From an optimization exercise on the open Yosys and OpenROAD flow, aimed at small area, a short achievable clock period and few clock cycles; shortcuts taken in it are not production practice.
At most, simulation tests tie the RTL to the original design; equivalence was not proved.
No functional check of the RTL was part of run 2.

==> flow/design.v (outline; a module is shown in full before it is edited, if it fits) <==
// module MandelbrotGen: 7522 lines
// module mfa: 4 lines
// module mha: 4 lines
// module mnor2: 3 lines
// module mnand2: 3 lines
module MandelbrotGen(
		input Clk_100M,           
		input  [4:0]BTNS,         
		input  SW0,               
		input  SW15,              
		output reg [18:0] addrA,  
		output reg [11:0] dinA,   
		output reg wea            
    );
  // ...
==> flow/flow/run.sh <==
#!/bin/bash
# Layout flow: the standard synthesis (standard.sh synth), then the
# standard ORFS layout steps (standard.sh's make command) with these changes:
#  - the resizer's timing repair aims for a larger setup slack margin, so that
#    it shortens the critical paths below the clock period;
#  - extra ORFS variables given in EXTRA below.
# Each tool's output goes to a log file in this folder.
set -euo pipefail
MARGIN=7.5
EXTRA='BUFFER_PORTS_ARGS="-buffer_cell sky130_fd_sc_hd__buf_2"'
bash standard.sh synth > synth.log 2>&1
sed -e "s/SETUP_SLACK_MARGIN=[0-9.]*/SETUP_SLACK_MARGIN=$MARGIN/" \
    -e "s|\"\${@:-finish}\"|$EXTRA \"\${@:-finish}\"|" standard.sh > layout.sh
bash layout.sh > layout.log 2>&1
==> flow/standard.sh <==
#!/bin/bash
# synth_recipe.tcl (not shown) runs the flow's synth.tcl, then flattens the netlist and writes it again
# the make line also repeats each setting of config.mk as NAME=value (left out here)
make -C /OpenROAD-flow-scripts/flow DESIGN_CONFIG=/design/flow/config.mk WORK_HOME=/design/flow/orfs CLKGATE_MAP_FILE= SYNTH_SCRIPT=/design/flow/synth_recipe.tcl "${@:-finish}"
==> flow/config.mk <==
export PLATFORM = sky130hd
export DESIGN_NAME = MandelbrotGen
export DESIGN_NICKNAME = MandelbrotGen
export VERILOG_FILES = /design/flow/design.v
export SDC_FILE = /design/flow/constraint.sdc
export NUM_CORES = 8
export LEC_CHECK = 0
export ABC_AREA = 1
export CAP_MARGIN = 70
export CORE_MARGIN = 2
export CORE_UTILIZATION = 40
export CTS_BUF_LIST = sky130_fd_sc_hd__clkbuf_16
export CTS_CLUSTER_DIAMETER = 60
export CTS_CLUSTER_SIZE = 20
export SETUP_SLACK_MARGIN = 5
export SLEW_MARGIN = 70
export SYNTH_HIERARCHICAL = 1
export SYNTH_MINIMUM_KEEP_SIZE = 0
export TNS_END_PERCENT = 0
==> flow/constraint.sdc <==
create_clock -name core_clock -period 11.0 [get_ports {Clk_100M}]
set_input_delay 2.2000 -clock core_clock [delete_from_list [all_inputs] [get_ports {Clk_100M}]]
set_output_delay 2.2000 -clock core_clock [all_outputs]
set_load 0.01 [all_outputs]
==> run summary, run 1 <==
yosys warns=7; WP data arrival=4500 ps; fin nets=13500; total wire length=337000 um; post-synth top area cell=fa_1; Register Area=23900 um2; Top Ports=40; WHS Path Cells=0; clkbuf count=134; RSZ-0062 raised after global routing=yes; post_cts resized=609; Setup crit start=zi1d[11]; layout cell share with drive strength beyond 1=13.6%; commonest non-fill, non-tap cell in the layout=fa_1; final setup TNS=0 ps; status=timing/DRC/antenna clean; Final Critical Period=3790 ps; Buf/Inv on CP=4; Vias/cell=5.64; largest family of logic cells by synthesized area=adder cells; adder and majority cell fraction of the synthesized area=40.0%; # H-tree levels=4; core area=251000 um2; GRT Max-Usage Layer=met2; number of synthesized flops with an enable pin=126; largest net degree at the start of global routing=67; fin cells=14700; gr usage total=25.7%
Testbench counts, summed over its fixed seeds: cycles 2,839,990.
==> run 2: changes to the inputs <==
--- a/flow/design.v
+++ b/flow/design.v
@@ -29,22 +29,22 @@
 reg [9:0] xn;                  
 reg [8:0] yn;                  
 reg row_end;                   
 reg [2:0] ipar;                
 reg [2:0] hpar;                
 reg [17:0] ci_even, ci_odd;
 reg [17:0] zr1a, zi1a, cr1a, cr2a;
 reg rp1a, rp2a;                    
-wire [17:0] ci2a = rp2a ? ci_odd : ci_even;
+reg [17:0] ci2a;                      
 reg [7:0] n1a, n2a;            
 reg v1a, d1a, v2a, d2a;        
 reg [2:0] t1a, t2a;            
-wire [136-1:0] cuta_w;
-reg  [136-1:0] cuta_q;
+wire [117-1:0] cuta_w;
+reg  [117-1:0] cuta_q;
 wire [17:0] nzra, nzia;
 wire esca;
 wire [17:0] zr1_n_u_s1a = ~zr1a;
 wire p0_u_s1a;
 mnor2 u_p0_u_s1a (zr1_n_u_s1a[0], zr1_n_u_s1a[2], p0_u_s1a);
 wire p1_u_s1a;
 mnor2 u_p1_u_s1a (zr1_n_u_s1a[0], zr1_n_u_s1a[3], p1_u_s1a);
 wire p2_u_s1a;
@@ -1689,38 +1689,40 @@
 wire p1308_u_s1a, p1309_u_s1a;
 mfa u_p1308_u_s1a (p1034_u_s1a, p1301_u_s1a, p1306_u_s1a, p1308_u_s1a, p1309_u_s1a);
 wire p1310_u_s1a, p1311_u_s1a;
 mha u_p1310_u_s1a (p1303_u_s1a, p1308_u_s1a, p1310_u_s1a, p1311_u_s1a);
 wire p1312_u_s1a, p1313_u_s1a;
 mfa u_p1312_u_s1a (p999_u_s1a, p1018_u_s1a, p1035_u_s1a, p1312_u_s1a, p1313_u_s1a);
 wire p1314_u_s1a, p1315_u_s1a;
 mfa u_p1314_u_s1a (p1307_u_s1a, p1312_u_s1a, p1309_u_s1a, p1314_u_s1a, p1315_u_s1a);
+wire [4:0] z_g0_u_s1a = {1'b0, {p1037_u_s1a, p876_u_s1a, p856_u_s1a, zi1a[1]}} + {1'b0, {p1038_u_s1a, p1036_u_s1a, 1'b0, p855_u_s1a}};
+wire [4:0] z_g1_u_s1a = {1'b0, {p1056_u_s1a, p1050_u_s1a, p1044_u_s1a, p1040_u_s1a}} + {1'b0, {p1058_u_s1a, p1052_u_s1a, p1046_u_s1a, p1042_u_s1a}};
+wire [4:0] z_g2_u_s1a = {1'b0, {p1085_u_s1a, p1082_u_s1a, p1072_u_s1a, p1059_u_s1a}} + {1'b0, {p1094_u_s1a, p1084_u_s1a, p1074_u_s1a, p1066_u_s1a}};
+wire [1:0] z_g3_u_s1a = {1'b0, {p1095_u_s1a}} + {1'b0, {p1106_u_s1a}};
 wire [0:0] xc_w_u_s1a = {x_lo_u_s1a[14]};
 wire [17:0] t0_w_u_s1a = {p834_u_s1a, p832_u_s1a, p830_u_s1a, p828_u_s1a, p826_u_s1a, p824_u_s1a, p822_u_s1a, p820_u_s1a, p818_u_s1a, p816_u_s1a, p814_u_s1a, p812_u_s1a, p810_u_s1a, p808_u_s1a, p806_u_s1a, p804_u_s1a, p802_u_s1a, p800_u_s1a};
 wire [17:0] t1_w_u_s1a = {p833_u_s1a, p831_u_s1a, p829_u_s1a, p827_u_s1a, p825_u_s1a, p823_u_s1a, p821_u_s1a, p819_u_s1a, p817_u_s1a, p815_u_s1a, p813_u_s1a, p811_u_s1a, p809_u_s1a, p807_u_s1a, p805_u_s1a, p803_u_s1a, p801_u_s1a, 1'b0};
 wire [17:0] u1_w_u_s1a = {p852_u_s1a, p851_u_s1a, p850_u_s1a, p849_u_s1a, p848_u_s1a, p847_u_s1a, p846_u_s1a, p845_u_s1a, p844_u_s1a, p843_u_s1a, p842_u_s1a, p841_u_s1a, p840_u_s1a, p839_u_s1a, p838_u_s1a, p837_u_s1a, p836_u_s1a, 1'b1};
 wire [17:0] yh1_w_u_s1a = {p795_u_s1a, p794_u_s1a, p785_u_s1a, p784_u_s1a, p771_u_s1a, p770_u_s1a, p753_u_s1a, p752_u_s1a, p731_u_s1a, p730_u_s1a, p718_u_s1a, p704_u_s1a, p677_u_s1a, p676_u_s1a, p662_u_s1a, p648_u_s1a, p636_u_s1a, p624_u_s1a};
 wire [0:0] yc_w_u_s1a = {y_lo_u_s1a[14]};
 wire [17:0] zh0_w_u_s1a = {p1311_u_s1a, p1310_u_s1a, p1299_u_s1a, p1298_u_s1a, p1283_u_s1a, p1282_u_s1a, p1263_u_s1a, p1262_u_s1a, p1239_u_s1a, p1238_u_s1a, p1211_u_s1a, p1210_u_s1a, p1179_u_s1a, p1163_u_s1a, p1147_u_s1a, p1133_u_s1a, p1119_u_s1a, p1116_u_s1a};
 wire [17:0] zh1_w_u_s1a = {p1314_u_s1a, p1305_u_s1a, p1304_u_s1a, p1291_u_s1a, p1290_u_s1a, p1273_u_s1a, p1272_u_s1a, p1251_u_s1a, p1250_u_s1a, p1225_u_s1a, p1224_u_s1a, p1195_u_s1a, p1194_u_s1a, p1178_u_s1a, p1162_u_s1a, p1146_u_s1a, p1132_u_s1a, p1118_u_s1a};
-wire [12:0] zl0_w_u_s1a = {p1095_u_s1a, p1085_u_s1a, p1082_u_s1a, p1072_u_s1a, p1059_u_s1a, p1056_u_s1a, p1050_u_s1a, p1044_u_s1a, p1040_u_s1a, p1037_u_s1a, p876_u_s1a, p856_u_s1a, zi1a[1]};
-wire [12:0] zl1_w_u_s1a = {p1106_u_s1a, p1094_u_s1a, p1084_u_s1a, p1074_u_s1a, p1066_u_s1a, p1058_u_s1a, p1052_u_s1a, p1046_u_s1a, p1042_u_s1a, p1038_u_s1a, p1036_u_s1a, 1'b0, p855_u_s1a};
-assign cuta_w = {zl1_w_u_s1a, zl0_w_u_s1a, zh1_w_u_s1a, zh0_w_u_s1a, yc_w_u_s1a, yh1_w_u_s1a, u1_w_u_s1a, t1_w_u_s1a, t0_w_u_s1a, xc_w_u_s1a};
+wire [6:0] zgp_w_u_s1a = {&({p1095_u_s1a} ^ {p1106_u_s1a}), z_g3_u_s1a[1], &({p1085_u_s1a, p1082_u_s1a, p1072_u_s1a, p1059_u_s1a} ^ {p1094_u_s1a, p1084_u_s1a, p1074_u_s1a, p1066_u_s1a}), z_g2_u_s1a[4], &({p1056_u_s1a, p1050_u_s1a, p1044_u_s1a, p1040_u_s1a} ^ {p1058_u_s1a, p1052_u_s1a, p1046_u_s1a, p1042_u_s1a}), z_g1_u_s1a[4], z_g0_u_s1a[4]};
+assign cuta_w = {zgp_w_u_s1a, zh1_w_u_s1a, zh0_w_u_s1a, yc_w_u_s1a, yh1_w_u_s1a, u1_w_u_s1a, t1_w_u_s1a, t0_w_u_s1a, xc_w_u_s1a};
 wire [0:0] xc_q_u_s2a = cuta_q[0:0];
 wire [17:0] t0_q_u_s2a = cuta_q[18:1];
 wire [17:0] t1_q_u_s2a = cuta_q[36:19];
 wire [17:0] u1_q_u_s2a = cuta_q[54:37];
 wire [17:0] yh1_q_u_s2a = cuta_q[72:55];
 wire [0:0] yc_q_u_s2a = cuta_q[73:73];
 wire [17:0] zh0_q_u_s2a = cuta_q[91:74];
 wire [17:0] zh1_q_u_s2a = cuta_q[109:92];
-wire [12:0] zl0_q_u_s2a = cuta_q[122:110];
-wire [12:0] zl1_q_u_s2a = cuta_q[135:123];
-wire [13:0] z_lo_u_s2a = {1'b0, zl0_q_u_s2a} + {1'b0, zl1_q_u_s2a};
+wire [6:0] zgp_q_u_s2a = cuta_q[116:110];
+wire z_c_u_s2a = (zgp_q_u_s2a[5] | (zgp_q_u_s2a[6] & (zgp_q_u_s2a[3] | (zgp_q_u_s2a[4] & (zgp_q_u_s2a[1] | (zgp_q_u_s2a[2] & zgp_q_u_s2a[0]))))));
 wire q0_u_s2a, q1_u_s2a;
 mfa u_q0_u_s2a (t0_q_u_s2a[0], t1_q_u_s2a[0], yh1_q_u_s2a[0], q0_u_s2a, q1_u_s2a);
 wire q2_u_s2a, q3_u_s2a;
 mfa u_q2_u_s2a (t0_q_u_s2a[1], t1_q_u_s2a[1], yh1_q_u_s2a[1], q2_u_s2a, q3_u_s2a);
 wire q4_u_s2a, q5_u_s2a;
 mfa u_q4_u_s2a (t0_q_u_s2a[2], t1_q_u_s2a[2], yh1_q_u_s2a[2], q4_u_s2a, q5_u_s2a);
 wire q6_u_s2a, q7_u_s2a;
 mfa u_q6_u_s2a (t0_q_u_s2a[3], t1_q_u_s2a[3], yh1_q_u_s2a[3], q6_u_s2a, q7_u_s2a);
@@ -1859,32 +1861,32 @@
 wire q140_u_s2a, q141_u_s2a;
 mfa u_q140_u_s2a (zh0_q_u_s2a[16], zh1_q_u_s2a[16], ci2a[16], q140_u_s2a, q141_u_s2a);
 wire q142_u_s2a, q143_u_s2a;
 mfa u_q142_u_s2a (zh0_q_u_s2a[17], zh1_q_u_s2a[17], ci2a[17], q142_u_s2a, q143_u_s2a);
 wire [18:0] s_sum_t_u_s2a = {{q34_u_s2a, q32_u_s2a, q30_u_s2a, q28_u_s2a, q26_u_s2a, q24_u_s2a, q22_u_s2a, q20_u_s2a, q18_u_s2a, q16_u_s2a, q14_u_s2a, q12_u_s2a, q10_u_s2a, q8_u_s2a, q6_u_s2a, q4_u_s2a, q2_u_s2a, q0_u_s2a}, yc_q_u_s2a[0]} + {{q33_u_s2a, q31_u_s2a, q29_u_s2a, q27_u_s2a, q25_u_s2a, q23_u_s2a, q21_u_s2a, q19_u_s2a, q17_u_s2a, q15_u_s2a, q13_u_s2a, q11_u_s2a, q9_u_s2a, q7_u_s2a, q5_u_s2a, q3_u_s2a, q1_u_s2a, xc_q_u_s2a[0]}, yc_q_u_s2a[0]};
 wire [17:0] s_sum_u_s2a = s_sum_t_u_s2a[18:1];
 wire [18:0] nzr_t_u_s2a = {{q106_u_s2a, q104_u_s2a, q102_u_s2a, q100_u_s2a, q98_u_s2a, q96_u_s2a, q94_u_s2a, q92_u_s2a, q90_u_s2a, q88_u_s2a, q86_u_s2a, q84_u_s2a, q82_u_s2a, q80_u_s2a, q78_u_s2a, q76_u_s2a, q74_u_s2a, q72_u_s2a}, 1'b0} + {{q105_u_s2a, q103_u_s2a, q101_u_s2a, q99_u_s2a, q97_u_s2a, q95_u_s2a, q93_u_s2a, q91_u_s2a, q89_u_s2a, q87_u_s2a, q85_u_s2a, q83_u_s2a, q81_u_s2a, q79_u_s2a, q77_u_s2a, q75_u_s2a, q73_u_s2a, ~yc_q_u_s2a[0]}, 1'b0};
 wire [17:0] nzr_u_s2a = nzr_t_u_s2a[18:1];
-wire [18:0] nzi_t_u_s2a = {{q142_u_s2a, q140_u_s2a, q138_u_s2a, q136_u_s2a, q134_u_s2a, q132_u_s2a, q130_u_s2a, q128_u_s2a, q126_u_s2a, q124_u_s2a, q122_u_s2a, q120_u_s2a, q118_u_s2a, q116_u_s2a, q114_u_s2a, q112_u_s2a, q110_u_s2a, q108_u_s2a}, 1'b0} + {{q141_u_s2a, q139_u_s2a, q137_u_s2a, q135_u_s2a, q133_u_s2a, q131_u_s2a, q129_u_s2a, q127_u_s2a, q125_u_s2a, q123_u_s2a, q121_u_s2a, q119_u_s2a, q117_u_s2a, q115_u_s2a, q113_u_s2a, q111_u_s2a, q109_u_s2a, z_lo_u_s2a[13]}, 1'b0};
+wire [18:0] nzi_t_u_s2a = {{q142_u_s2a, q140_u_s2a, q138_u_s2a, q136_u_s2a, q134_u_s2a, q132_u_s2a, q130_u_s2a, q128_u_s2a, q126_u_s2a, q124_u_s2a, q122_u_s2a, q120_u_s2a, q118_u_s2a, q116_u_s2a, q114_u_s2a, q112_u_s2a, q110_u_s2a, q108_u_s2a}, 1'b0} + {{q141_u_s2a, q139_u_s2a, q137_u_s2a, q135_u_s2a, q133_u_s2a, q131_u_s2a, q129_u_s2a, q127_u_s2a, q125_u_s2a, q123_u_s2a, q121_u_s2a, q119_u_s2a, q117_u_s2a, q115_u_s2a, q113_u_s2a, q111_u_s2a, q109_u_s2a, z_c_u_s2a}, 1'b0};
 wire [17:0] nzi_u_s2a = nzi_t_u_s2a[18:1];
 assign nzra = nzr_u_s2a;
 assign nzia = nzi_u_s2a;
 assign esca = (s_sum_u_s2a >= 18'd65505) & (s_sum_u_s2a <= 18'd131039);
 wire stopa = esca | (n2a == 8'd149);
 wire reta  = v2a & d2a & (t2a == hpar) & ~restart;
 wire freea = ~v2a | reta;
 reg [17:0] zr1b, zi1b, cr1b, cr2b;
 reg rp1b, rp2b;                    
-wire [17:0] ci2b = rp2b ? ci_odd : ci_even;
+reg [17:0] ci2b;                      
 reg [7:0] n1b, n2b;            
 reg v1b, d1b, v2b, d2b;        
 reg [2:0] t1b, t2b;            
-wire [136-1:0] cutb_w;
-reg  [136-1:0] cutb_q;
+wire [117-1:0] cutb_w;
+reg  [117-1:0] cutb_q;
 wire [17:0] nzrb, nzib;
 wire escb;
 wire [17:0] zr1_n_u_s1b = ~zr1b;
 wire p0_u_s1b;
 mnor2 u_p0_u_s1b (zr1_n_u_s1b[0], zr1_n_u_s1b[2], p0_u_s1b);
 wire p1_u_s1b;
 mnor2 u_p1_u_s1b (zr1_n_u_s1b[0], zr1_n_u_s1b[3], p1_u_s1b);
 wire p2_u_s1b;
@@ -3529,38 +3531,40 @@
 wire p1308_u_s1b, p1309_u_s1b;
 mfa u_p1308_u_s1b (p1034_u_s1b, p1301_u_s1b, p1306_u_s1b, p1308_u_s1b, p1309_u_s1b);
 wire p1310_u_s1b, p1311_u_s1b;
 mha u_p1310_u_s1b (p1303_u_s1b, p1308_u_s1b, p1310_u_s1b, p1311_u_s1b);
 wire p1312_u_s1b, p1313_u_s1b;
 mfa u_p1312_u_s1b (p999_u_s1b, p1018_u_s1b, p1035_u_s1b, p1312_u_s1b, p1313_u_s1b);
 wire p1314_u_s1b, p1315_u_s1b;
 mfa u_p1314_u_s1b (p1307_u_s1b, p1312_u_s1b, p1309_u_s1b, p1314_u_s1b, p1315_u_s1b);
+wire [4:0] z_g0_u_s1b = {1'b0, {p1037_u_s1b, p876_u_s1b, p856_u_s1b, zi1b[1]}} + {1'b0, {p1038_u_s1b, p1036_u_s1b, 1'b0, p855_u_s1b}};
+wire [4:0] z_g1_u_s1b = {1'b0, {p1056_u_s1b, p1050_u_s1b, p1044_u_s1b, p1040_u_s1b}} + {1'b0, {p1058_u_s1b, p1052_u_s1b, p1046_u_s1b, p1042_u_s1b}};
+wire [4:0] z_g2_u_s1b = {1'b0, {p1085_u_s1b, p1082_u_s1b, p1072_u_s1b, p1059_u_s1b}} + {1'b0, {p1094_u_s1b, p1084_u_s1b, p1074_u_s1b, p1066_u_s1b}};
+wire [1:0] z_g3_u_s1b = {1'b0, {p1095_u_s1b}} + {1'b0, {p1106_u_s1b}};
 wire [0:0] xc_w_u_s1b = {x_lo_u_s1b[14]};
 wire [17:0] t0_w_u_s1b = {p834_u_s1b, p832_u_s1b, p830_u_s1b, p828_u_s1b, p826_u_s1b, p824_u_s1b, p822_u_s1b, p820_u_s1b, p818_u_s1b, p816_u_s1b, p814_u_s1b, p812_u_s1b, p810_u_s1b, p808_u_s1b, p806_u_s1b, p804_u_s1b, p802_u_s1b, p800_u_s1b};
 wire [17:0] t1_w_u_s1b = {p833_u_s1b, p831_u_s1b, p829_u_s1b, p827_u_s1b, p825_u_s1b, p823_u_s1b, p821_u_s1b, p819_u_s1b, p817_u_s1b, p815_u_s1b, p813_u_s1b, p811_u_s1b, p809_u_s1b, p807_u_s1b, p805_u_s1b, p803_u_s1b, p801_u_s1b, 1'b0};
 wire [17:0] u1_w_u_s1b = {p852_u_s1b, p851_u_s1b, p850_u_s1b, p849_u_s1b, p848_u_s1b, p847_u_s1b, p846_u_s1b, p845_u_s1b, p844_u_s1b, p843_u_s1b, p842_u_s1b, p841_u_s1b, p840_u_s1b, p839_u_s1b, p838_u_s1b, p837_u_s1b, p836_u_s1b, 1'b1};
 wire [17:0] yh1_w_u_s1b = {p795_u_s1b, p794_u_s1b, p785_u_s1b, p784_u_s1b, p771_u_s1b, p770_u_s1b, p753_u_s1b, p752_u_s1b, p731_u_s1b, p730_u_s1b, p718_u_s1b, p704_u_s1b, p677_u_s1b, p676_u_s1b, p662_u_s1b, p648_u_s1b, p636_u_s1b, p624_u_s1b};
 wire [0:0] yc_w_u_s1b = {y_lo_u_s1b[14]};
 wire [17:0] zh0_w_u_s1b = {p1311_u_s1b, p1310_u_s1b, p1299_u_s1b, p1298_u_s1b, p1283_u_s1b, p1282_u_s1b, p1263_u_s1b, p1262_u_s1b, p1239_u_s1b, p1238_u_s1b, p1211_u_s1b, p1210_u_s1b, p1179_u_s1b, p1163_u_s1b, p1147_u_s1b, p1133_u_s1b, p1119_u_s1b, p1116_u_s1b};
 wire [17:0] zh1_w_u_s1b = {p1314_u_s1b, p1305_u_s1b, p1304_u_s1b, p1291_u_s1b, p1290_u_s1b, p1273_u_s1b, p1272_u_s1b, p1251_u_s1b, p1250_u_s1b, p1225_u_s1b, p1224_u_s1b, p1195_u_s1b, p1194_u_s1b, p1178_u_s1b, p1162_u_s1b, p1146_u_s1b, p1132_u_s1b, p1118_u_s1b};
-wire [12:0] zl0_w_u_s1b = {p1095_u_s1b, p1085_u_s1b, p1082_u_s1b, p1072_u_s1b, p1059_u_s1b, p1056_u_s1b, p1050_u_s1b, p1044_u_s1b, p1040_u_s1b, p1037_u_s1b, p876_u_s1b, p856_u_s1b, zi1b[1]};
-wire [12:0] zl1_w_u_s1b = {p1106_u_s1b, p1094_u_s1b, p1084_u_s1b, p1074_u_s1b, p1066_u_s1b, p1058_u_s1b, p1052_u_s1b, p1046_u_s1b, p1042_u_s1b, p1038_u_s1b, p1036_u_s1b, 1'b0, p855_u_s1b};
-assign cutb_w = {zl1_w_u_s1b, zl0_w_u_s1b, zh1_w_u_s1b, zh0_w_u_s1b, yc_w_u_s1b, yh1_w_u_s1b, u1_w_u_s1b, t1_w_u_s1b, t0_w_u_s1b, xc_w_u_s1b};
+wire [6:0] zgp_w_u_s1b = {&({p1095_u_s1b} ^ {p1106_u_s1b}), z_g3_u_s1b[1], &({p1085_u_s1b, p1082_u_s1b, p1072_u_s1b, p1059_u_s1b} ^ {p1094_u_s1b, p1084_u_s1b, p1074_u_s1b, p1066_u_s1b}), z_g2_u_s1b[4], &({p1056_u_s1b, p1050_u_s1b, p1044_u_s1b, p1040_u_s1b} ^ {p1058_u_s1b, p1052_u_s1b, p1046_u_s1b, p1042_u_s1b}), z_g1_u_s1b[4], z_g0_u_s1b[4]};
+assign cutb_w = {zgp_w_u_s1b, zh1_w_u_s1b, zh0_w_u_s1b, yc_w_u_s1b, yh1_w_u_s1b, u1_w_u_s1b, t1_w_u_s1b, t0_w_u_s1b, xc_w_u_s1b};
 wire [0:0] xc_q_u_s2b = cutb_q[0:0];
 wire [17:0] t0_q_u_s2b = cutb_q[18:1];
 wire [17:0] t1_q_u_s2b = cutb_q[36:19];
 wire [17:0] u1_q_u_s2b = cutb_q[54:37];
 wire [17:0] yh1_q_u_s2b = cutb_q[72:55];
 wire [0:0] yc_q_u_s2b = cutb_q[73:73];
 wire [17:0] zh0_q_u_s2b = cutb_q[91:74];
 wire [17:0] zh1_q_u_s2b = cutb_q[109:92];
-wire [12:0] zl0_q_u_s2b = cutb_q[122:110];
-wire [12:0] zl1_q_u_s2b = cutb_q[135:123];
-wire [13:0] z_lo_u_s2b = {1'b0, zl0_q_u_s2b} + {1'b0, zl1_q_u_s2b};
+wire [6:0] zgp_q_u_s2b = cutb_q[116:110];
+wire z_c_u_s2b = (zgp_q_u_s2b[5] | (zgp_q_u_s2b[6] & (zgp_q_u_s2b[3] | (zgp_q_u_s2b[4] & (zgp_q_u_s2b[1] | (zgp_q_u_s2b[2] & zgp_q_u_s2b[0]))))));
 wire q0_u_s2b, q1_u_s2b;
 mfa u_q0_u_s2b (t0_q_u_s2b[0], t1_q_u_s2b[0], yh1_q_u_s2b[0], q0_u_s2b, q1_u_s2b);
 wire q2_u_s2b, q3_u_s2b;
 mfa u_q2_u_s2b (t0_q_u_s2b[1], t1_q_u_s2b[1], yh1_q_u_s2b[1], q2_u_s2b, q3_u_s2b);
 wire q4_u_s2b, q5_u_s2b;
 mfa u_q4_u_s2b (t0_q_u_s2b[2], t1_q_u_s2b[2], yh1_q_u_s2b[2], q4_u_s2b, q5_u_s2b);
 wire q6_u_s2b, q7_u_s2b;
 mfa u_q6_u_s2b (t0_q_u_s2b[3], t1_q_u_s2b[3], yh1_q_u_s2b[3], q6_u_s2b, q7_u_s2b);
@@ -3699,32 +3703,32 @@
 wire q140_u_s2b, q141_u_s2b;
 mfa u_q140_u_s2b (zh0_q_u_s2b[16], zh1_q_u_s2b[16], ci2b[16], q140_u_s2b, q141_u_s2b);
 wire q142_u_s2b, q143_u_s2b;
 mfa u_q142_u_s2b (zh0_q_u_s2b[17], zh1_q_u_s2b[17], ci2b[17], q142_u_s2b, q143_u_s2b);
 wire [18:0] s_sum_t_u_s2b = {{q34_u_s2b, q32_u_s2b, q30_u_s2b, q28_u_s2b, q26_u_s2b, q24_u_s2b, q22_u_s2b, q20_u_s2b, q18_u_s2b, q16_u_s2b, q14_u_s2b, q12_u_s2b, q10_u_s2b, q8_u_s2b, q6_u_s2b, q4_u_s2b, q2_u_s2b, q0_u_s2b}, yc_q_u_s2b[0]} + {{q33_u_s2b, q31_u_s2b, q29_u_s2b, q27_u_s2b, q25_u_s2b, q23_u_s2b, q21_u_s2b, q19_u_s2b, q17_u_s2b, q15_u_s2b, q13_u_s2b, q11_u_s2b, q9_u_s2b, q7_u_s2b, q5_u_s2b, q3_u_s2b, q1_u_s2b, xc_q_u_s2b[0]}, yc_q_u_s2b[0]};
 wire [17:0] s_sum_u_s2b = s_sum_t_u_s2b[18:1];
 wire [18:0] nzr_t_u_s2b = {{q106_u_s2b, q104_u_s2b, q102_u_s2b, q100_u_s2b, q98_u_s2b, q96_u_s2b, q94_u_s2b, q92_u_s2b, q90_u_s2b, q88_u_s2b, q86_u_s2b, q84_u_s2b, q82_u_s2b, q80_u_s2b, q78_u_s2b, q76_u_s2b, q74_u_s2b, q72_u_s2b}, 1'b0} + {{q105_u_s2b, q103_u_s2b, q101_u_s2b, q99_u_s2b, q97_u_s2b, q95_u_s2b, q93_u_s2b, q91_u_s2b, q89_u_s2b, q87_u_s2b, q85_u_s2b, q83_u_s2b, q81_u_s2b, q79_u_s2b, q77_u_s2b, q75_u_s2b, q73_u_s2b, ~yc_q_u_s2b[0]}, 1'b0};
 wire [17:0] nzr_u_s2b = nzr_t_u_s2b[18:1];
-wire [18:0] nzi_t_u_s2b = {{q142_u_s2b, q140_u_s2b, q138_u_s2b, q136_u_s2b, q134_u_s2b, q132_u_s2b, q130_u_s2b, q128_u_s2b, q126_u_s2b, q124_u_s2b, q122_u_s2b, q120_u_s2b, q118_u_s2b, q116_u_s2b, q114_u_s2b, q112_u_s2b, q110_u_s2b, q108_u_s2b}, 1'b0} + {{q141_u_s2b, q139_u_s2b, q137_u_s2b, q135_u_s2b, q133_u_s2b, q131_u_s2b, q129_u_s2b, q127_u_s2b, q125_u_s2b, q123_u_s2b, q121_u_s2b, q119_u_s2b, q117_u_s2b, q115_u_s2b, q113_u_s2b, q111_u_s2b, q109_u_s2b, z_lo_u_s2b[13]}, 1'b0};
+wire [18:0] nzi_t_u_s2b = {{q142_u_s2b, q140_u_s2b, q138_u_s2b, q136_u_s2b, q134_u_s2b, q132_u_s2b, q130_u_s2b, q128_u_s2b, q126_u_s2b, q124_u_s2b, q122_u_s2b, q120_u_s2b, q118_u_s2b, q116_u_s2b, q114_u_s2b, q112_u_s2b, q110_u_s2b, q108_u_s2b}, 1'b0} + {{q141_u_s2b, q139_u_s2b, q137_u_s2b, q135_u_s2b, q133_u_s2b, q131_u_s2b, q129_u_s2b, q127_u_s2b, q125_u_s2b, q123_u_s2b, q121_u_s2b, q119_u_s2b, q117_u_s2b, q115_u_s2b, q113_u_s2b, q111_u_s2b, q109_u_s2b, z_c_u_s2b}, 1'b0};
 wire [17:0] nzi_u_s2b = nzi_t_u_s2b[18:1];
 assign nzrb = nzr_u_s2b;
 assign nzib = nzi_u_s2b;
 assign escb = (s_sum_u_s2b >= 18'd65505) & (s_sum_u_s2b <= 18'd131039);
 wire stopb = escb | (n2b == 8'd149);
 wire retb  = v2b & d2b & (t2b == hpar) & ~restart;
 wire freeb = ~v2b | retb;
 reg [17:0] zr1c, zi1c, cr1c, cr2c;
 reg rp1c, rp2c;                    
-wire [17:0] ci2c = rp2c ? ci_odd : ci_even;
+reg [17:0] ci2c;                      
 reg [7:0] n1c, n2c;            
 reg v1c, d1c, v2c, d2c;        
 reg [2:0] t1c, t2c;            
-wire [136-1:0] cutc_w;
-reg  [136-1:0] cutc_q;
+wire [117-1:0] cutc_w;
+reg  [117-1:0] cutc_q;
 wire [17:0] nzrc, nzic;
 wire escc;
 wire [17:0] zr1_n_u_s1c = ~zr1c;
 wire p0_u_s1c;
 mnor2 u_p0_u_s1c (zr1_n_u_s1c[0], zr1_n_u_s1c[2], p0_u_s1c);
 wire p1_u_s1c;
 mnor2 u_p1_u_s1c (zr1_n_u_s1c[0], zr1_n_u_s1c[3], p1_u_s1c);
 wire p2_u_s1c;
@@ -5369,38 +5373,40 @@
 wire p1308_u_s1c, p1309_u_s1c;
 mfa u_p1308_u_s1c (p1034_u_s1c, p1301_u_s1c, p1306_u_s1c, p1308_u_s1c, p1309_u_s1c);
 wire p1310_u_s1c, p1311_u_s1c;
 mha u_p1310_u_s1c (p1303_u_s1c, p1308_u_s1c, p1310_u_s1c, p1311_u_s1c);
 wire p1312_u_s1c, p1313_u_s1c;
 mfa u_p1312_u_s1c (p999_u_s1c, p1018_u_s1c, p1035_u_s1c, p1312_u_s1c, p1313_u_s1c);
 wire p1314_u_s1c, p1315_u_s1c;
 mfa u_p1314_u_s1c (p1307_u_s1c, p1312_u_s1c, p1309_u_s1c, p1314_u_s1c, p1315_u_s1c);
+wire [4:0] z_g0_u_s1c = {1'b0, {p1037_u_s1c, p876_u_s1c, p856_u_s1c, zi1c[1]}} + {1'b0, {p1038_u_s1c, p1036_u_s1c, 1'b0, p855_u_s1c}};
+wire [4:0] z_g1_u_s1c = {1'b0, {p1056_u_s1c, p1050_u_s1c, p1044_u_s1c, p1040_u_s1c}} + {1'b0, {p1058_u_s1c, p1052_u_s1c, p1046_u_s1c, p1042_u_s1c}};
+wire [4:0] z_g2_u_s1c = {1'b0, {p1085_u_s1c, p1082_u_s1c, p1072_u_s1c, p1059_u_s1c}} + {1'b0, {p1094_u_s1c, p1084_u_s1c, p1074_u_s1c, p1066_u_s1c}};
+wire [1:0] z_g3_u_s1c = {1'b0, {p1095_u_s1c}} + {1'b0, {p1106_u_s1c}};
 wire [0:0] xc_w_u_s1c = {x_lo_u_s1c[14]};
 wire [17:0] t0_w_u_s1c = {p834_u_s1c, p832_u_s1c, p830_u_s1c, p828_u_s1c, p826_u_s1c, p824_u_s1c, p822_u_s1c, p820_u_s1c, p818_u_s1c, p816_u_s1c, p814_u_s1c, p812_u_s1c, p810_u_s1c, p808_u_s1c, p806_u_s1c, p804_u_s1c, p802_u_s1c, p800_u_s1c};
 wire [17:0] t1_w_u_s1c = {p833_u_s1c, p831_u_s1c, p829_u_s1c, p827_u_s1c, p825_u_s1c, p823_u_s1c, p821_u_s1c, p819_u_s1c, p817_u_s1c, p815_u_s1c, p813_u_s1c, p811_u_s1c, p809_u_s1c, p807_u_s1c, p805_u_s1c, p803_u_s1c, p801_u_s1c, 1'b0};
 wire [17:0] u1_w_u_s1c = {p852_u_s1c, p851_u_s1c, p850_u_s1c, p849_u_s1c, p848_u_s1c, p847_u_s1c, p846_u_s1c, p845_u_s1c, p844_u_s1c, p843_u_s1c, p842_u_s1c, p841_u_s1c, p840_u_s1c, p839_u_s1c, p838_u_s1c, p837_u_s1c, p836_u_s1c, 1'b1};
 wire [17:0] yh1_w_u_s1c = {p795_u_s1c, p794_u_s1c, p785_u_s1c, p784_u_s1c, p771_u_s1c, p770_u_s1c, p753_u_s1c, p752_u_s1c, p731_u_s1c, p730_u_s1c, p718_u_s1c, p704_u_s1c, p677_u_s1c, p676_u_s1c, p662_u_s1c, p648_u_s1c, p636_u_s1c, p624_u_s1c};
 wire [0:0] yc_w_u_s1c = {y_lo_u_s1c[14]};
 wire [17:0] zh0_w_u_s1c = {p1311_u_s1c, p1310_u_s1c, p1299_u_s1c, p1298_u_s1c, p1283_u_s1c, p1282_u_s1c, p1263_u_s1c, p1262_u_s1c, p1239_u_s1c, p1238_u_s1c, p1211_u_s1c, p1210_u_s1c, p1179_u_s1c, p1163_u_s1c, p1147_u_s1c, p1133_u_s1c, p1119_u_s1c, p1116_u_s1c};
 wire [17:0] zh1_w_u_s1c = {p1314_u_s1c, p1305_u_s1c, p1304_u_s1c, p1291_u_s1c, p1290_u_s1c, p1273_u_s1c, p1272_u_s1c, p1251_u_s1c, p1250_u_s1c, p1225_u_s1c, p1224_u_s1c, p1195_u_s1c, p1194_u_s1c, p1178_u_s1c, p1162_u_s1c, p1146_u_s1c, p1132_u_s1c, p1118_u_s1c};
-wire [12:0] zl0_w_u_s1c = {p1095_u_s1c, p1085_u_s1c, p1082_u_s1c, p1072_u_s1c, p1059_u_s1c, p1056_u_s1c, p1050_u_s1c, p1044_u_s1c, p1040_u_s1c, p1037_u_s1c, p876_u_s1c, p856_u_s1c, zi1c[1]};
-wire [12:0] zl1_w_u_s1c = {p1106_u_s1c, p1094_u_s1c, p1084_u_s1c, p1074_u_s1c, p1066_u_s1c, p1058_u_s1c, p1052_u_s1c, p1046_u_s1c, p1042_u_s1c, p1038_u_s1c, p1036_u_s1c, 1'b0, p855_u_s1c};
-assign cutc_w = {zl1_w_u_s1c, zl0_w_u_s1c, zh1_w_u_s1c, zh0_w_u_s1c, yc_w_u_s1c, yh1_w_u_s1c, u1_w_u_s1c, t1_w_u_s1c, t0_w_u_s1c, xc_w_u_s1c};
+wire [6:0] zgp_w_u_s1c = {&({p1095_u_s1c} ^ {p1106_u_s1c}), z_g3_u_s1c[1], &({p1085_u_s1c, p1082_u_s1c, p1072_u_s1c, p1059_u_s1c} ^ {p1094_u_s1c, p1084_u_s1c, p1074_u_s1c, p1066_u_s1c}), z_g2_u_s1c[4], &({p1056_u_s1c, p1050_u_s1c, p1044_u_s1c, p1040_u_s1c} ^ {p1058_u_s1c, p1052_u_s1c, p1046_u_s1c, p1042_u_s1c}), z_g1_u_s1c[4], z_g0_u_s1c[4]};
+assign cutc_w = {zgp_w_u_s1c, zh1_w_u_s1c, zh0_w_u_s1c, yc_w_u_s1c, yh1_w_u_s1c, u1_w_u_s1c, t1_w_u_s1c, t0_w_u_s1c, xc_w_u_s1c};
 wire [0:0] xc_q_u_s2c = cutc_q[0:0];
 wire [17:0] t0_q_u_s2c = cutc_q[18:1];
 wire [17:0] t1_q_u_s2c = cutc_q[36:19];
 wire [17:0] u1_q_u_s2c = cutc_q[54:37];
 wire [17:0] yh1_q_u_s2c = cutc_q[72:55];
 wire [0:0] yc_q_u_s2c = cutc_q[73:73];
 wire [17:0] zh0_q_u_s2c = cutc_q[91:74];
 wire [17:0] zh1_q_u_s2c = cutc_q[109:92];
-wire [12:0] zl0_q_u_s2c = cutc_q[122:110];
-wire [12:0] zl1_q_u_s2c = cutc_q[135:123];
-wire [13:0] z_lo_u_s2c = {1'b0, zl0_q_u_s2c} + {1'b0, zl1_q_u_s2c};
+wire [6:0] zgp_q_u_s2c = cutc_q[116:110];
+wire z_c_u_s2c = (zgp_q_u_s2c[5] | (zgp_q_u_s2c[6] & (zgp_q_u_s2c[3] | (zgp_q_u_s2c[4] & (zgp_q_u_s2c[1] | (zgp_q_u_s2c[2] & zgp_q_u_s2c[0]))))));
 wire q0_u_s2c, q1_u_s2c;
 mfa u_q0_u_s2c (t0_q_u_s2c[0], t1_q_u_s2c[0], yh1_q_u_s2c[0], q0_u_s2c, q1_u_s2c);
 wire q2_u_s2c, q3_u_s2c;
 mfa u_q2_u_s2c (t0_q_u_s2c[1], t1_q_u_s2c[1], yh1_q_u_s2c[1], q2_u_s2c, q3_u_s2c);
 wire q4_u_s2c, q5_u_s2c;
 mfa u_q4_u_s2c (t0_q_u_s2c[2], t1_q_u_s2c[2], yh1_q_u_s2c[2], q4_u_s2c, q5_u_s2c);
 wire q6_u_s2c, q7_u_s2c;
 mfa u_q6_u_s2c (t0_q_u_s2c[3], t1_q_u_s2c[3], yh1_q_u_s2c[3], q6_u_s2c, q7_u_s2c);
@@ -5539,32 +5545,32 @@
 wire q140_u_s2c, q141_u_s2c;
 mfa u_q140_u_s2c (zh0_q_u_s2c[16], zh1_q_u_s2c[16], ci2c[16], q140_u_s2c, q141_u_s2c);
 wire q142_u_s2c, q143_u_s2c;
 mfa u_q142_u_s2c (zh0_q_u_s2c[17], zh1_q_u_s2c[17], ci2c[17], q142_u_s2c, q143_u_s2c);
 wire [18:0] s_sum_t_u_s2c = {{q34_u_s2c, q32_u_s2c, q30_u_s2c, q28_u_s2c, q26_u_s2c, q24_u_s2c, q22_u_s2c, q20_u_s2c, q18_u_s2c, q16_u_s2c, q14_u_s2c, q12_u_s2c, q10_u_s2c, q8_u_s2c, q6_u_s2c, q4_u_s2c, q2_u_s2c, q0_u_s2c}, yc_q_u_s2c[0]} + {{q33_u_s2c, q31_u_s2c, q29_u_s2c, q27_u_s2c, q25_u_s2c, q23_u_s2c, q21_u_s2c, q19_u_s2c, q17_u_s2c, q15_u_s2c, q13_u_s2c, q11_u_s2c, q9_u_s2c, q7_u_s2c, q5_u_s2c, q3_u_s2c, q1_u_s2c, xc_q_u_s2c[0]}, yc_q_u_s2c[0]};
 wire [17:0] s_sum_u_s2c = s_sum_t_u_s2c[18:1];
 wire [18:0] nzr_t_u_s2c = {{q106_u_s2c, q104_u_s2c, q102_u_s2c, q100_u_s2c, q98_u_s2c, q96_u_s2c, q94_u_s2c, q92_u_s2c, q90_u_s2c, q88_u_s2c, q86_u_s2c, q84_u_s2c, q82_u_s2c, q80_u_s2c, q78_u_s2c, q76_u_s2c, q74_u_s2c, q72_u_s2c}, 1'b0} + {{q105_u_s2c, q103_u_s2c, q101_u_s2c, q99_u_s2c, q97_u_s2c, q95_u_s2c, q93_u_s2c, q91_u_s2c, q89_u_s2c, q87_u_s2c, q85_u_s2c, q83_u_s2c, q81_u_s2c, q79_u_s2c, q77_u_s2c, q75_u_s2c, q73_u_s2c, ~yc_q_u_s2c[0]}, 1'b0};
 wire [17:0] nzr_u_s2c = nzr_t_u_s2c[18:1];
-wire [18:0] nzi_t_u_s2c = {{q142_u_s2c, q140_u_s2c, q138_u_s2c, q136_u_s2c, q134_u_s2c, q132_u_s2c, q130_u_s2c, q128_u_s2c, q126_u_s2c, q124_u_s2c, q122_u_s2c, q120_u_s2c, q118_u_s2c, q116_u_s2c, q114_u_s2c, q112_u_s2c, q110_u_s2c, q108_u_s2c}, 1'b0} + {{q141_u_s2c, q139_u_s2c, q137_u_s2c, q135_u_s2c, q133_u_s2c, q131_u_s2c, q129_u_s2c, q127_u_s2c, q125_u_s2c, q123_u_s2c, q121_u_s2c, q119_u_s2c, q117_u_s2c, q115_u_s2c, q113_u_s2c, q111_u_s2c, q109_u_s2c, z_lo_u_s2c[13]}, 1'b0};
+wire [18:0] nzi_t_u_s2c = {{q142_u_s2c, q140_u_s2c, q138_u_s2c, q136_u_s2c, q134_u_s2c, q132_u_s2c, q130_u_s2c, q128_u_s2c, q126_u_s2c, q124_u_s2c, q122_u_s2c, q120_u_s2c, q118_u_s2c, q116_u_s2c, q114_u_s2c, q112_u_s2c, q110_u_s2c, q108_u_s2c}, 1'b0} + {{q141_u_s2c, q139_u_s2c, q137_u_s2c, q135_u_s2c, q133_u_s2c, q131_u_s2c, q129_u_s2c, q127_u_s2c, q125_u_s2c, q123_u_s2c, q121_u_s2c, q119_u_s2c, q117_u_s2c, q115_u_s2c, q113_u_s2c, q111_u_s2c, q109_u_s2c, z_c_u_s2c}, 1'b0};
 wire [17:0] nzi_u_s2c = nzi_t_u_s2c[18:1];
 assign nzrc = nzr_u_s2c;
 assign nzic = nzi_u_s2c;
 assign escc = (s_sum_u_s2c >= 18'd65505) & (s_sum_u_s2c <= 18'd131039);
 wire stopc = escc | (n2c == 8'd149);
 wire retc  = v2c & d2c & (t2c == hpar) & ~restart;
 wire freec = ~v2c | retc;
 reg [17:0] zr1d, zi1d, cr1d, cr2d;
 reg rp1d, rp2d;                    
-wire [17:0] ci2d = rp2d ? ci_odd : ci_even;
+reg [17:0] ci2d;                      
 reg [7:0] n1d, n2d;            
 reg v1d, d1d, v2d, d2d;        
 reg [2:0] t1d, t2d;            
-wire [136-1:0] cutd_w;
-reg  [136-1:0] cutd_q;
+wire [117-1:0] cutd_w;
+reg  [117-1:0] cutd_q;
 wire [17:0] nzrd, nzid;
 wire escd;
 wire [17:0] zr1_n_u_s1d = ~zr1d;
 wire p0_u_s1d;
 mnor2 u_p0_u_s1d (zr1_n_u_s1d[0], zr1_n_u_s1d[2], p0_u_s1d);
 wire p1_u_s1d;
 mnor2 u_p1_u_s1d (zr1_n_u_s1d[0], zr1_n_u_s1d[3], p1_u_s1d);
 wire p2_u_s1d;
@@ -7209,38 +7215,40 @@
 wire p1308_u_s1d, p1309_u_s1d;
 mfa u_p1308_u_s1d (p1034_u_s1d, p1301_u_s1d, p1306_u_s1d, p1308_u_s1d, p1309_u_s1d);
 wire p1310_u_s1d, p1311_u_s1d;
 mha u_p1310_u_s1d (p1303_u_s1d, p1308_u_s1d, p1310_u_s1d, p1311_u_s1d);
 wire p1312_u_s1d, p1313_u_s1d;
 mfa u_p1312_u_s1d (p999_u_s1d, p1018_u_s1d, p1035_u_s1d, p1312_u_s1d, p1313_u_s1d);
 wire p1314_u_s1d, p1315_u_s1d;
 mfa u_p1314_u_s1d (p1307_u_s1d, p1312_u_s1d, p1309_u_s1d, p1314_u_s1d, p1315_u_s1d);
+wire [4:0] z_g0_u_s1d = {1'b0, {p1037_u_s1d, p876_u_s1d, p856_u_s1d, zi1d[1]}} + {1'b0, {p1038_u_s1d, p1036_u_s1d, 1'b0, p855_u_s1d}};
+wire [4:0] z_g1_u_s1d = {1'b0, {p1056_u_s1d, p1050_u_s1d, p1044_u_s1d, p1040_u_s1d}} + {1'b0, {p1058_u_s1d, p1052_u_s1d, p1046_u_s1d, p1042_u_s1d}};
+wire [4:0] z_g2_u_s1d = {1'b0, {p1085_u_s1d, p1082_u_s1d, p1072_u_s1d, p1059_u_s1d}} + {1'b0, {p1094_u_s1d, p1084_u_s1d, p1074_u_s1d, p1066_u_s1d}};
+wire [1:0] z_g3_u_s1d = {1'b0, {p1095_u_s1d}} + {1'b0, {p1106_u_s1d}};
 wire [0:0] xc_w_u_s1d = {x_lo_u_s1d[14]};
 wire [17:0] t0_w_u_s1d = {p834_u_s1d, p832_u_s1d, p830_u_s1d, p828_u_s1d, p826_u_s1d, p824_u_s1d, p822_u_s1d, p820_u_s1d, p818_u_s1d, p816_u_s1d, p814_u_s1d, p812_u_s1d, p810_u_s1d, p808_u_s1d, p806_u_s1d, p804_u_s1d, p802_u_s1d, p800_u_s1d};
 wire [17:0] t1_w_u_s1d = {p833_u_s1d, p831_u_s1d, p829_u_s1d, p827_u_s1d, p825_u_s1d, p823_u_s1d, p821_u_s1d, p819_u_s1d, p817_u_s1d, p815_u_s1d, p813_u_s1d, p811_u_s1d, p809_u_s1d, p807_u_s1d, p805_u_s1d, p803_u_s1d, p801_u_s1d, 1'b0};
 wire [17:0] u1_w_u_s1d = {p852_u_s1d, p851_u_s1d, p850_u_s1d, p849_u_s1d, p848_u_s1d, p847_u_s1d, p846_u_s1d, p845_u_s1d, p844_u_s1d, p843_u_s1d, p842_u_s1d, p841_u_s1d, p840_u_s1d, p839_u_s1d, p838_u_s1d, p837_u_s1d, p836_u_s1d, 1'b1};
 wire [17:0] yh1_w_u_s1d = {p795_u_s1d, p794_u_s1d, p785_u_s1d, p784_u_s1d, p771_u_s1d, p770_u_s1d, p753_u_s1d, p752_u_s1d, p731_u_s1d, p730_u_s1d, p718_u_s1d, p704_u_s1d, p677_u_s1d, p676_u_s1d, p662_u_s1d, p648_u_s1d, p636_u_s1d, p624_u_s1d};
 wire [0:0] yc_w_u_s1d = {y_lo_u_s1d[14]};
 wire [17:0] zh0_w_u_s1d = {p1311_u_s1d, p1310_u_s1d, p1299_u_s1d, p1298_u_s1d, p1283_u_s1d, p1282_u_s1d, p1263_u_s1d, p1262_u_s1d, p1239_u_s1d, p1238_u_s1d, p1211_u_s1d, p1210_u_s1d, p1179_u_s1d, p1163_u_s1d, p1147_u_s1d, p1133_u_s1d, p1119_u_s1d, p1116_u_s1d};
 wire [17:0] zh1_w_u_s1d = {p1314_u_s1d, p1305_u_s1d, p1304_u_s1d, p1291_u_s1d, p1290_u_s1d, p1273_u_s1d, p1272_u_s1d, p1251_u_s1d, p1250_u_s1d, p1225_u_s1d, p1224_u_s1d, p1195_u_s1d, p1194_u_s1d, p1178_u_s1d, p1162_u_s1d, p1146_u_s1d, p1132_u_s1d, p1118_u_s1d};
-wire [12:0] zl0_w_u_s1d = {p1095_u_s1d, p1085_u_s1d, p1082_u_s1d, p1072_u_s1d, p1059_u_s1d, p1056_u_s1d, p1050_u_s1d, p1044_u_s1d, p1040_u_s1d, p1037_u_s1d, p876_u_s1d, p856_u_s1d, zi1d[1]};
-wire [12:0] zl1_w_u_s1d = {p1106_u_s1d, p1094_u_s1d, p1084_u_s1d, p1074_u_s1d, p1066_u_s1d, p1058_u_s1d, p1052_u_s1d, p1046_u_s1d, p1042_u_s1d, p1038_u_s1d, p1036_u_s1d, 1'b0, p855_u_s1d};
-assign cutd_w = {zl1_w_u_s1d, zl0_w_u_s1d, zh1_w_u_s1d, zh0_w_u_s1d, yc_w_u_s1d, yh1_w_u_s1d, u1_w_u_s1d, t1_w_u_s1d, t0_w_u_s1d, xc_w_u_s1d};
+wire [6:0] zgp_w_u_s1d = {&({p1095_u_s1d} ^ {p1106_u_s1d}), z_g3_u_s1d[1], &({p1085_u_s1d, p1082_u_s1d, p1072_u_s1d, p1059_u_s1d} ^ {p1094_u_s1d, p1084_u_s1d, p1074_u_s1d, p1066_u_s1d}), z_g2_u_s1d[4], &({p1056_u_s1d, p1050_u_s1d, p1044_u_s1d, p1040_u_s1d} ^ {p1058_u_s1d, p1052_u_s1d, p1046_u_s1d, p1042_u_s1d}), z_g1_u_s1d[4], z_g0_u_s1d[4]};
+assign cutd_w = {zgp_w_u_s1d, zh1_w_u_s1d, zh0_w_u_s1d, yc_w_u_s1d, yh1_w_u_s1d, u1_w_u_s1d, t1_w_u_s1d, t0_w_u_s1d, xc_w_u_s1d};
 wire [0:0] xc_q_u_s2d = cutd_q[0:0];
 wire [17:0] t0_q_u_s2d = cutd_q[18:1];
 wire [17:0] t1_q_u_s2d = cutd_q[36:19];
 wire [17:0] u1_q_u_s2d = cutd_q[54:37];
 wire [17:0] yh1_q_u_s2d = cutd_q[72:55];
 wire [0:0] yc_q_u_s2d = cutd_q[73:73];
 wire [17:0] zh0_q_u_s2d = cutd_q[91:74];
 wire [17:0] zh1_q_u_s2d = cutd_q[109:92];
-wire [12:0] zl0_q_u_s2d = cutd_q[122:110];
-wire [12:0] zl1_q_u_s2d = cutd_q[135:123];
-wire [13:0] z_lo_u_s2d = {1'b0, zl0_q_u_s2d} + {1'b0, zl1_q_u_s2d};
+wire [6:0] zgp_q_u_s2d = cutd_q[116:110];
+wire z_c_u_s2d = (zgp_q_u_s2d[5] | (zgp_q_u_s2d[6] & (zgp_q_u_s2d[3] | (zgp_q_u_s2d[4] & (zgp_q_u_s2d[1] | (zgp_q_u_s2d[2] & zgp_q_u_s2d[0]))))));
 wire q0_u_s2d, q1_u_s2d;
 mfa u_q0_u_s2d (t0_q_u_s2d[0], t1_q_u_s2d[0], yh1_q_u_s2d[0], q0_u_s2d, q1_u_s2d);
 wire q2_u_s2d, q3_u_s2d;
 mfa u_q2_u_s2d (t0_q_u_s2d[1], t1_q_u_s2d[1], yh1_q_u_s2d[1], q2_u_s2d, q3_u_s2d);
 wire q4_u_s2d, q5_u_s2d;
 mfa u_q4_u_s2d (t0_q_u_s2d[2], t1_q_u_s2d[2], yh1_q_u_s2d[2], q4_u_s2d, q5_u_s2d);
 wire q6_u_s2d, q7_u_s2d;
 mfa u_q6_u_s2d (t0_q_u_s2d[3], t1_q_u_s2d[3], yh1_q_u_s2d[3], q6_u_s2d, q7_u_s2d);
@@ -7379,17 +7387,17 @@
 wire q140_u_s2d, q141_u_s2d;
 mfa u_q140_u_s2d (zh0_q_u_s2d[16], zh1_q_u_s2d[16], ci2d[16], q140_u_s2d, q141_u_s2d);
 wire q142_u_s2d, q143_u_s2d;
 mfa u_q142_u_s2d (zh0_q_u_s2d[17], zh1_q_u_s2d[17], ci2d[17], q142_u_s2d, q143_u_s2d);
 wire [18:0] s_sum_t_u_s2d = {{q34_u_s2d, q32_u_s2d, q30_u_s2d, q28_u_s2d, q26_u_s2d, q24_u_s2d, q22_u_s2d, q20_u_s2d, q18_u_s2d, q16_u_s2d, q14_u_s2d, q12_u_s2d, q10_u_s2d, q8_u_s2d, q6_u_s2d, q4_u_s2d, q2_u_s2d, q0_u_s2d}, yc_q_u_s2d[0]} + {{q33_u_s2d, q31_u_s2d, q29_u_s2d, q27_u_s2d, q25_u_s2d, q23_u_s2d, q21_u_s2d, q19_u_s2d, q17_u_s2d, q15_u_s2d, q13_u_s2d, q11_u_s2d, q9_u_s2d, q7_u_s2d, q5_u_s2d, q3_u_s2d, q1_u_s2d, xc_q_u_s2d[0]}, yc_q_u_s2d[0]};
 wire [17:0] s_sum_u_s2d = s_sum_t_u_s2d[18:1];
 wire [18:0] nzr_t_u_s2d = {{q106_u_s2d, q104_u_s2d, q102_u_s2d, q100_u_s2d, q98_u_s2d, q96_u_s2d, q94_u_s2d, q92_u_s2d, q90_u_s2d, q88_u_s2d, q86_u_s2d, q84_u_s2d, q82_u_s2d, q80_u_s2d, q78_u_s2d, q76_u_s2d, q74_u_s2d, q72_u_s2d}, 1'b0} + {{q105_u_s2d, q103_u_s2d, q101_u_s2d, q99_u_s2d, q97_u_s2d, q95_u_s2d, q93_u_s2d, q91_u_s2d, q89_u_s2d, q87_u_s2d, q85_u_s2d, q83_u_s2d, q81_u_s2d, q79_u_s2d, q77_u_s2d, q75_u_s2d, q73_u_s2d, ~yc_q_u_s2d[0]}, 1'b0};
 wire [17:0] nzr_u_s2d = nzr_t_u_s2d[18:1];
-wire [18:0] nzi_t_u_s2d = {{q142_u_s2d, q140_u_s2d, q138_u_s2d, q136_u_s2d, q134_u_s2d, q132_u_s2d, q130_u_s2d, q128_u_s2d, q126_u_s2d, q124_u_s2d, q122_u_s2d, q120_u_s2d, q118_u_s2d, q116_u_s2d, q114_u_s2d, q112_u_s2d, q110_u_s2d, q108_u_s2d}, 1'b0} + {{q141_u_s2d, q139_u_s2d, q137_u_s2d, q135_u_s2d, q133_u_s2d, q131_u_s2d, q129_u_s2d, q127_u_s2d, q125_u_s2d, q123_u_s2d, q121_u_s2d, q119_u_s2d, q117_u_s2d, q115_u_s2d, q113_u_s2d, q111_u_s2d, q109_u_s2d, z_lo_u_s2d[13]}, 1'b0};
+wire [18:0] nzi_t_u_s2d = {{q142_u_s2d, q140_u_s2d, q138_u_s2d, q136_u_s2d, q134_u_s2d, q132_u_s2d, q130_u_s2d, q128_u_s2d, q126_u_s2d, q124_u_s2d, q122_u_s2d, q120_u_s2d, q118_u_s2d, q116_u_s2d, q114_u_s2d, q112_u_s2d, q110_u_s2d, q108_u_s2d}, 1'b0} + {{q141_u_s2d, q139_u_s2d, q137_u_s2d, q135_u_s2d, q133_u_s2d, q131_u_s2d, q129_u_s2d, q127_u_s2d, q125_u_s2d, q123_u_s2d, q121_u_s2d, q119_u_s2d, q117_u_s2d, q115_u_s2d, q113_u_s2d, q111_u_s2d, q109_u_s2d, z_c_u_s2d}, 1'b0};
 wire [17:0] nzi_u_s2d = nzi_t_u_s2d[18:1];
 assign nzrd = nzr_u_s2d;
 assign nzid = nzi_u_s2d;
 assign escd = (s_sum_u_s2d >= 18'd65505) & (s_sum_u_s2d <= 18'd131039);
 wire stopd = escd | (n2d == 8'd149);
 wire retd  = v2d & d2d & (t2d == hpar) & ~restart;
 wire freed = ~v2d | retd;
 wire takea = freea & ~restart;
@@ -7424,58 +7432,62 @@
 		nshift = 18'd64;
 		nre0   = 18'h3B000;    
 		nim0   = 18'h03C00;    
 	end
 end
 always @(posedge Clk_100M) begin
 	cuta_q <= cuta_w;
 	cr2a <= cr1a; rp2a <= rp1a; n2a <= n1a; d2a <= d1a; t2a <= t1a;
+	ci2a <= rp1a ? ci_odd : ci_even;
 	v2a <= v1a & ~restart;
 	zr1a <= takea ? crn : nzra;
 	zi1a <= takea ? cin : nzia;
 	if (takea) begin
 		cr1a <= crn; rp1a <= yn[0];
 		n1a <= 8'd0; d1a <= 1'b0; t1a <= ipar;
 	end else begin
 		cr1a <= cr2a; rp1a <= rp2a;
 		n1a <= d2a ? n2a : n2a + 8'd1;
 		d1a <= d2a | stopa; t1a <= t2a;
 	end
 	v1a <= ~restart & ((v2a & ~reta) | takea);
 	cutb_q <= cutb_w;
 	cr2b <= cr1b; rp2b <= rp1b; n2b <= n1b; d2b <= d1b; t2b <= t1b;
+	ci2b <= rp1b ? ci_odd : ci_even;
 	v2b <= v1b & ~restart;
 	zr1b <= takeb ? crn : nzrb;
 	zi1b <= takeb ? cin : nzib;
 	if (takeb) begin
 		cr1b <= crn; rp1b <= yn[0];
 		n1b <= 8'd0; d1b <= 1'b0; t1b <= ipar;
 	end else begin
 		cr1b <= cr2b; rp1b <= rp2b;
 		n1b <= d2b ? n2b : n2b + 8'd1;
 		d1b <= d2b | stopb; t1b <= t2b;
 	end
 	v1b <= ~restart & ((v2b & ~retb) | takeb);
 	cutc_q <= cutc_w;
 	cr2c <= cr1c; rp2c <= rp1c; n2c <= n1c; d2c <= d1c; t2c <= t1c;
+	ci2c <= rp1c ? ci_odd : ci_even;
 	v2c <= v1c & ~restart;
 	zr1c <= takec ? crn : nzrc;
 	zi1c <= takec ? cin : nzic;
 	if (takec) begin
 		cr1c <= crn; rp1c <= yn[0];
 		n1c <= 8'd0; d1c <= 1'b0; t1c <= ipar;
 	end else begin
 		cr1c <= cr2c; rp1c <= rp2c;
 		n1c <= d2c ? n2c : n2c + 8'd1;
 		d1c <= d2c | stopc; t1c <= t2c;
 	end
 	v1c <= ~restart & ((v2c & ~retc) | takec);
 	cutd_q <= cutd_w;
 	cr2d <= cr1d; rp2d <= rp1d; n2d <= n1d; d2d <= d1d; t2d <= t1d;
+	ci2d <= rp1d ? ci_odd : ci_even;
 	v2d <= v1d & ~restart;
 	zr1d <= taked ? crn : nzrd;
 	zi1d <= taked ? cin : nzid;
 	if (taked) begin
 		cr1d <= crn; rp1d <= yn[0];
 		n1d <= 8'd0; d1d <= 1'b0; t1d <= ipar;
 	end else begin
 		cr1d <= cr2d; rp1d <= rp2d;
==> flow/config.mk (replaced) <==
export PLATFORM = sky130hd
export DESIGN_NAME = MandelbrotGen
export DESIGN_NICKNAME = MandelbrotGen
export VERILOG_FILES = /design/flow/design.v
export SDC_FILE = /design/flow/constraint.sdc
export NUM_CORES = 8
export LEC_CHECK = 0
export ABC_AREA = 1
export CAP_MARGIN = 70
export CORE_MARGIN = 2
export CORE_UTILIZATION = 40
export CTS_BUF_LIST = sky130_fd_sc_hd__clkbuf_8
export CTS_CLUSTER_DIAMETER = 100
export CTS_CLUSTER_SIZE = 10
export SETUP_SLACK_MARGIN = 5
export SLEW_MARGIN = 70
export SYNTH_HIERARCHICAL = 1
export SYNTH_MINIMUM_KEEP_SIZE = 0
export TNS_END_PERCENT = 0
==> run summary, run 2 <==
status=timing/DRC/antenna clean (unchanged); Top Ports=40 (unchanged); count of pins over their slew limit=0 (unchanged); root buffer cell=clkbuf_8 (was clkbuf_16); most frequent cells after synthesis=fa_1, nor2_1, nand2_1, dfxtp_1, inv_1 (unchanged); 1st-pass router iterations=6 (unchanged); Iteration-0 DRC Markers=7258 (was 8908); core area=251000 um2 (about the same); most used cell, CP=fa_2 (was fa_1); fin nets=13400 (was 13500); reg-to-reg critical path startpoint=zi1b[5] (was zi1d[11]); layout cell share with drive strength beyond 1=11.1% (was 13.6%); CP max-delay cell=fa_1 (unchanged); # H-tree levels=4 (unchanged); adder and majority cell fraction of the synthesized area=40.1% (was 40.0%); WL/cell=22.3 um (was 22.9 um); Worst R2R Path Depth=12 (was 13); Post-CTS Hold Buffers=0 (unchanged); via count=81000 (was 82900); register area share after synthesis=23.5% (about the same); RSZ-0062 raised after global routing=yes (unchanged); gr usage total=25.2% (was 25.7%); DR DRC count=0 (unchanged); commonest non-fill, non-tap cell in the layout=nor2_1 (was fa_1); total wire length=325000 um (was 337000 um); initial antenna violation count=10 (was 23); full die area=256000 um2 (about the same); multi-input combinational cell area=74100 um2 (was 75000 um2); synth unique cells=62 (was 61); Max Freq=257 MHz (was 264 MHz); final worst-path cycle share=35.4% (was 34.5%); xor and xnor area share after synthesis=6.84% (was 6.95%); Synth Cell Area=101000 um2 (about the same); number of synthesized flops with an enable pin=126 (unchanged); WP data arrival=4730 ps (was 4500 ps); setup ws final=7100 ps (was 7210 ps); synthesized area per cell=9.30 um2 (about the same); Initial Util=40.2% (about the same); Reg clk slew, reported paths=80 ps (about the same); Reg2Reg Setup Slack=7100 ps (was 7210 ps); Vias/cell=5.56 (was 5.64); Post-synth ARST share=0% (unchanged); Layout Skew=82.8 ps (was 43.7 ps); Fill cells=24000 (was 23200); Final Critical Period=3900 ps (was 3790 ps); worst-case clock buffer depth=3 (unchanged); maxcap violations=0 (unchanged); count of final hold-check violations=0 (unchanged); top_reg_cell synth=dfxtp_1 (unchanged); largest family of logic cells by synthesized area=adder cells (unchanged); Register Area=23900 um2 (unchanged); Post-DRT Antenna Nets=0 (unchanged); Row Count=184 (unchanged); Post-Synthesis Cells=10800 (was 10900); Critical Path Fanout Max=16 (was 13); DP HPWL=241000 um (about the same); Final GP Congestion=0.912 (was 0.955); Synth Area in Compound Gates=10.3% (was 10.2%); clk sinks=1120 (unchanged); fin cells=14600 (was 14700); # placed instances=14200 (was 14100); final setup TNS=0 ps (unchanged); hold crit path type=reg -> reg (unchanged); clk latency of the worst-skew pair=990 ps (was 840 ps); Port Buffers=36 (unchanged); post-synthesis simple-gate area fraction=14.8% (was 14.7%); Die Height=506 um (about the same); Setup Viol. Count Final=0 (unchanged); CTS tree=yes (unchanged); yosys warns=7 (unchanged); hold slack=310 ps (was 316 ps); CP top delay family=adder cells (unchanged); most common cell in the netlist=fa_1 (unchanged); CP Data Required Time=11830 ps (was 11710 ps); CTS Buf Count=137 (was 132); post-synth top area cell=fa_1 (unchanged); hold path startpoint=cr1c[12] (was n1a[0]); WHS Path Cells=0 (unchanged); grt total ovfl=0 (unchanged); number of global-route vias before repair=84900 (was 84400); Yosys reg bits=1120 (unchanged); first-pass GRT wire length=502000 um (was 510000 um); Max stage delay on crit path=540 ps (was 500 ps); critical path startpoint category=register (unchanged); worst-path cell chain=buf_16, nand2_1, inv_1, nor2_2, clkinv_4, o22ai_1, xor2_1, fa_2, fa_2, fa_2, fa_1, fa_1 (was buf_12, nand2_1, inv_1, nor2_2, clkinv_4, buf_4, o22ai_1, xor2_1, fa_1, fa_1, fa_1, fa_1, fa_1); die width=506 um (about the same); Min-Delay Endpoint=cr2c[12] (was n2a[0]); most frequent cells in the layout=nor2_1, fa_1, nand2_1 (was fa_1, nor2_1, nand2_1); proportion of synthesized area in mux cells=0% (unchanged); pre-CTS WS=6500 ps (was 6570 ps); largest net degree at the start of global routing=62 (was 67); Setup crit end kind=register (unchanged); Worst R2R End=cutb_q[99] (was cutd_q[103]); Synth top area share=33.1% (about the same); area delta synth->final=12.3% (was 17.2%); Crit Path Category=reg -> reg (unchanged); ranking of synthesized cells by area=fa_1, dfxtp_1, ha_1, xor2_1, nor2_1 (unchanged); Buf/Inv on CP=3 (was 4)
## run 2: cell types whose count changed after synthesis, moves of 8 or more
cell,change
nand4_1,-15
nand2_1,+25
clkbuf_1,-20
o21ai_1,-12
xnor2_1,+8
buf_1,+10
a31oi_1,+9
inv_1,-15
xor2_1,-22
o21bai_1,+14
## run 2: worst max path at each step
stage | start | end | slack, ps | depth (start not counted)
global placement | pan_im | ci_even[9] | 5850 | 22
finish | zi1b[5] | cutb_q[99] | 7100 | 12
global route | pan_im | ci_even[15] | 6980 | 25
floorplan | zi1b[5] | cutb_q[113] | 7410 | 12
CTS | zi1b[3] | cutb_q[99] | 7170 | 14
detailed placement | zi1b[15] | cutb_q[99] | 6500 | 11
## run 2: cells by family after synthesis
kind of cell	after synthesis
flops	1120
simple gates	3712
xor+xnor	786
other cells	2
fa+ha+maj	2227
buf+inv	1193
compound gates	1802
## run 2: timing repair
item / in CTS / in global routing
pin swaps: 67 / 32
setup buffers: 174 / 18
setup endpoints to repair: 528 / 480
cloned: 12 / 4
resized for setup: 268 / 83
## run 2: area by class of cell
type / instances / area share (%)
diodes: 11 / 0.0243
clock buffers: 139 / 1.69
clock inverters: 65 / 0.427
inverters: 845 / 3.22
multi-input cells: 8566 / 65.5
flip-flops and latches: 1120 / 21.1
well taps: 3348 / 3.70
repair buffers: 474 / 4.33
repair inverters: 7 / 0.0354
## run 2: metrics by stage
step / area, um2 / utilization (%)
finish: 113000 / 45.1
CTS: 113000 / 44.9
floorplan: 103000 / -
detailed placement: 108000 / 42.9
global placement: 106000 / 42.1
global route: 113000 / 45.1
## run 2: metal layers
metal	up-vias	share of wire (%)	track usage (%)	wire length [um]
li1	36100	-	-	-
met1	40400	41	33.6	135000
met2	3734	46	40.1	148000
met3	747	8.4	5.15	27500
met4	6	4.5	10.5	14800
met5	-	0.0098	0	32
## run 2: modules after synthesis, one instance, submodules excluded
module / cells inside / area (um2) / flops+latches / times used
mfa: 1 / 20.0 / 0 / 1656
mnor2: 1 / 3.75 / 0 / 1192
MandelbrotGen: 7682 / 60300 / 1120 / 1
mha: 1 / 12.5 / 0 / 200
mnand2: 1 / 3.75 / 0 / 112

[what the ideal ports hide]
How much do the figures lean on ideal ports? The routed layouts below were timed once more, with nothing changed but the port constraints.
Step 1 sets driving cells, clkbuf_16 on the clock port and buf_2 on the other inputs (assumed; they add their load-dependent delay and slew).
Step 2, shift: input delay + t, output delay - t, t = (earliest + latest rising clock arrival at the registers) / 2. This alone moves slack from input paths to output paths.
Three values: no drivers, after step 1, after step 2; two values: the first two.
run	t (ns)	slack for setup (ns)	worst setup path after step 2	slew at the worst register clock pin (ns)	pins driven straight from the clock port
run 1	0.911	7.208 / 7.191 / 7.208	register to register	0.09 / 0.09	1
run 2	1.043	7.104 / 7.104 / 7.104	register to register	0.10 / 0.10	1
After both steps every run listed still meets setup and hold.
